Background: an optimization exercise with open tools, aiming at small area and a short achievable clock period. Do not read the settings as production practice. Function was checked by simulation only, so behaviour that the tests miss may differ from the original.

Setup of main:
==> flow/design.v (excerpt) <==
module filter_mlab
               (
                i_clk,
                i_clk_enable,
                i_reset_n,
                filter_in,
                filter_out
                );
  input   i_clk;
  input   i_clk_enable;
  input   i_reset_n;
  input   signed [17:0] filter_in;
  output  signed [17:0] filter_out;
  reg  [3:0] cur_count;             
  reg  [3:0] vcnt;                  
  reg  signed [17:0] r [0:10];
  reg  signed [17:0] output_register;
  wire       is_s = cur_count[3];   
  reg  [3:0] sel1;                  
  reg  [3:0] sel2;                  
  wire [3:0] cnt_n  = is_s ? 4'd0 : cur_count + 4'd1;
  wire [3:0] vcnt_n = (is_s && vcnt != 4'd11) ? vcnt + 4'd1 : vcnt;
  function v;
    input [3:0] vc;
    input [3:0] a;
    v = (a < vc);
  endfunction
  reg [3:0] s1_n, s2_n;
  always @* begin
    s1_n = 4'd0;
    s2_n = 4'd0;
    case (cnt_n)
      4'd0: begin s1_n[0] = v(vcnt_n, 4'd7);  s2_n[0] = v(vcnt_n, 4'd6); end
      4'd1: begin s1_n[1] = v(vcnt_n, 4'd1);  s2_n[1] = v(vcnt_n, 4'd1); end
      4'd2: begin s1_n[1] = v(vcnt_n, 4'd7);  s2_n[0] = v(vcnt_n, 4'd7); end
      4'd3: begin s1_n[2] = v(vcnt_n, 4'd2);                             end
      4'd4: begin s1_n[3] = v(vcnt_n, 4'd9);  s2_n[2] = v(vcnt_n, 4'd5); end
      4'd5: begin s1_n[2] = v(vcnt_n, 4'd3);                             end
      4'd6: begin s1_n[3] = v(vcnt_n, 4'd10);                            end
      4'd7: begin s1_n[0] = v(vcnt_n, 4'd5);  s2_n[3] = v(vcnt_n, 4'd5); end
      default: begin s1_n[1] = v(vcnt_n, 4'd10); s2_n[1] = v(vcnt_n, 4'd10); end
    endcase
  end
  always @(posedge i_clk or negedge i_reset_n)
    if (!i_reset_n) begin
      cur_count <= 4'd8;
      vcnt      <= 4'd0;
      sel1      <= 4'd0;
      sel2      <= 4'd0;
    end
    else if (i_clk_enable) begin
      cur_count <= cnt_n;
      vcnt      <= vcnt_n;
  ...
Size: ~780 cells after synthesis, ~260 flip-flops, roughly 0.011 mm^2 of cells after synthesis.
Settings: LEC_CHECK=0, CAP_MARGIN=20, CORE_MARGIN=2, CORE_UTILIZATION=40, SLEW_MARGIN=20; clock period 10.0 ns.
standard.sh (not shown) runs the stock make flow with config.mk's settings and CLKGATE_MAP_FILE= SYNTH_SCRIPT=/design/flow/synth_recipe.tcl, a recipe that flattens the netlist after the stock synthesis.
==> flow/flow/run.sh <==
#!/bin/bash
set -o pipefail
bash standard.sh 'SETUP_SLACK_MARGIN=6.9' 'CTS_CLUSTER_SIZE=30' 'CTS_CLUSTER_DIAMETER=60' 'BUFFER_PORTS_ARGS=-buffer_cell sky130_fd_sc_hd__buf_1' 'CORE_UTILIZATION=70' 'PLACE_DENSITY=0.85' finish 2>&1 | tee standard.log
main did not stop at any stage, and its layout met the timing, DRC and antenna checks.
Relative to main, the following input files were edited for the feature branch:
==> flow/flow/run.sh <==
#!/bin/bash
set -o pipefail
bash standard.sh 'SETUP_SLACK_MARGIN=7.0' 'CTS_CLUSTER_SIZE=40' 'CTS_CLUSTER_DIAMETER=70' 'BUFFER_PORTS_ARGS=-buffer_cell sky130_fd_sc_hd__buf_2' finish 2>&1 | tee standard.log
Results
- Cmp the feature branch vs main: reg2reg setup slack higher in the feature branch
- Endpoint arrival time on the critical path (higher): main
- From main to the feature branch the numbers moved as follows: final area now larger, quantity of gates resized following cts decreased by 4 relative to the old numbers, clock-pin transition on the worst setup and hold timing paths neither gained nor lost much, starting density of the core went down by 31 points.
- Met2 track utilization from global routing: the feature branch < main
- The feature branch ended up with a lower global routing usage on met1 than main did.
- main → the feature branch: non-clock buffer count increased 53%; post-route minimum period moved down.

---

Another version of the RTL of filter_mlab (not shown whole).
Size in the first run: ~780 cells after synthesis, about 39 I/O pins, ~12,000 um^2 of cells after synthesis.
## filter_mlab
module filter_mlab
               (
                i_clk,
                i_clk_enable,
                i_reset_n,
                filter_in,
                filter_out
                );
  input   i_clk;
  input   i_clk_enable;
  input   i_reset_n;
  input   signed [17:0] filter_in;
  output  signed [17:0] filter_out;
  reg  [3:0] cur_count;             
  reg  [3:0] vcnt;                  
  reg  signed [17:0] r [0:10];
  reg  signed [17:0] output_register;
  reg        is_s;                  
  reg  [3:0] sel1;                  
  reg  [3:0] sel2;                  
  wire [3:0] cnt_n  = is_s ? 4'd0 : cur_count + 4'd1;
  wire [3:0] vcnt_n = (is_s && vcnt != 4'd11) ? vcnt + 4'd1 : vcnt;
  function v;
    input [3:0] vc;
    input [3:0] a;
    v = (a < vc);
  endfunction
  reg [3:0] s1_n, s2_n;
  always @* begin
    s1_n = 4'd0;
    s2_n = 4'd0;
    case (cnt_n)
      4'd0: begin s1_n[0] = v(vcnt_n, 4'd7);  s2_n[0] = v(vcnt_n, 4'd6); end
      4'd1: begin s1_n[1] = v(vcnt_n, 4'd1);  s2_n[1] = v(vcnt_n, 4'd1); end
      4'd2: begin s1_n[1] = v(vcnt_n, 4'd7);  s2_n[0] = v(vcnt_n, 4'd7); end
      4'd3: begin s1_n[2] = v(vcnt_n, 4'd2);                             end
      4'd4: begin s1_n[3] = v(vcnt_n, 4'd9);  s2_n[2] = v(vcnt_n, 4'd5); end
      4'd5: begin s1_n[2] = v(vcnt_n, 4'd3);                             end
      4'd6: begin s1_n[3] = v(vcnt_n, 4'd10);                            end
      4'd7: begin s1_n[0] = v(vcnt_n, 4'd5);  s2_n[3] = v(vcnt_n, 4'd5); end
      default: begin s1_n[1] = v(vcnt_n, 4'd10); s2_n[1] = v(vcnt_n, 4'd10); end
    endcase
  end
  always @(posedge i_clk or negedge i_reset_n)
    if (!i_reset_n) begin
      cur_count <= 4'd8;
      vcnt      <= 4'd0;
      is_s      <= 1'b1;
      sel1      <= 4'd0;
      sel2      <= 4'd0;
    end
    else if (i_clk_enable) begin
      cur_count <= cnt_n;
      vcnt      <= vcnt_n;
      is_s      <= (cnt_n == 4'd8);
      sel1      <= s1_n;
      sel2      <= s2_n;
    end
  integer i;
  always @(posedge i_clk)
  ...
==> flow/config.mk <==
export PLATFORM = sky130hd
export DESIGN_NAME = filter_mlab
export DESIGN_NICKNAME = filter_mlab
export VERILOG_FILES = /design/flow/design.v
export SDC_FILE = /design/flow/constraint.sdc
export NUM_CORES = 4
export LEC_CHECK = 0
export CAP_MARGIN = 20
export CORE_MARGIN = 2
export CORE_UTILIZATION = 40
export SLEW_MARGIN = 20
==> flow/constraint.sdc <==
create_clock -name core_clock -period 10.0 [get_ports {i_clk}]
set_input_delay 2.0000 -clock core_clock [delete_from_list [all_inputs] [get_ports {i_clk}]]
set_output_delay 2.0000 -clock core_clock [all_outputs]
set_load 0.01 [all_outputs]
==> flow/flow/run.sh <==
#!/bin/bash
set -o pipefail
bash standard.sh 'SETUP_SLACK_MARGIN=7.0' 'CTS_BUF_LIST=sky130_fd_sc_hd__clkbuf_8' 'BUFFER_PORTS_ARGS=-buffer_cell sky130_fd_sc_hd__buf_2' finish 2>&1 | tee standard.log
The baseline passed the timing, DRC and antenna checks.
Next try:
==> flow/flow/run.sh (replaced) <==
#!/bin/bash
set -o pipefail
bash standard.sh 'SETUP_SLACK_MARGIN=7.0' 'CTS_CLUSTER_SIZE=30' 'CTS_CLUSTER_DIAMETER=60' 'BUFFER_PORTS_ARGS=-buffer_cell sky130_fd_sc_hd__buf_2' finish 2>&1 | tee standard.log
Result:
- The new run finished with timing, DRC and antenna clean
- maximum frequency barely changes
- count of clock-buffer cells in the layout goes down by 24
- register-to-register slack is about the same
- routed wire length goes down by 6.8%
- die area does not change
- utilization goes down by 1.0 points
- cell count goes down by 4.2%
Next try:
==> flow/flow/run.sh (replaced) <==
#!/bin/bash
# Standard ORFS layout (the standard.sh, unchanged synthesis) with a
# tighter setup-repair target so that timing repair works towards a short
# achieved period. The clock period and constraints are not changed.
set -o pipefail
bash standard.sh SETUP_SLACK_MARGIN=7.0  finish 2>&1 | tee standard.log
Outcome: Via count goes up by a few percent; utilization goes up by 2.2 points; cell area goes up by a few percent; flip-flop and latch count is unchanged; clock skew is about the same; die area stays the same.

separate check: timing with driven ports:
Ports are ideal in the flow. The routed layouts listed here were re-timed in OpenROAD.
Step 1 sets driving cells, clkbuf_16 on the clock port and buf_2 on the other inputs (assumed; they add their load-dependent delay and slew).
Step 2 moves the port delays by t, midway between the first and last clock arrival at a register: inputs arrive t later, outputs are due t later. That takes back most of the time a late clock gives input paths.
a / b / c = no drivers / after step 1 / after step 2; a / b = the first two.
run | t, ns | setup WS [ns] | hold slack, ns | worst setup path at the end
main | 0.530 | 6.863 / 6.863 / 6.499 | 0.407 / 0.407 / 0.407 | input to register
the feature branch | 0.555 | 6.906 / 6.900 / 6.482 | 0.390 / 0.390 / 0.390 | input to register
the first run of note 2 | 0.591 | 6.921 / 6.882 / 6.293 | 0.412 / 0.412 / 0.412 | input to register
the second run of note 2 | 0.552 | 6.921 / 6.921 / 6.397 | 0.414 / 0.414 / 0.414 | input to register
the third run of note 2 | 0.592 | 6.890 / 6.886 / 6.406 | 0.411 / 0.411 / 0.411 | input to register
After both steps setup and hold are still met in every run listed. The setup slack of the first run of note 2, which loses most, moves by -0.039 ns with the drivers and by -0.628 ns with both steps.
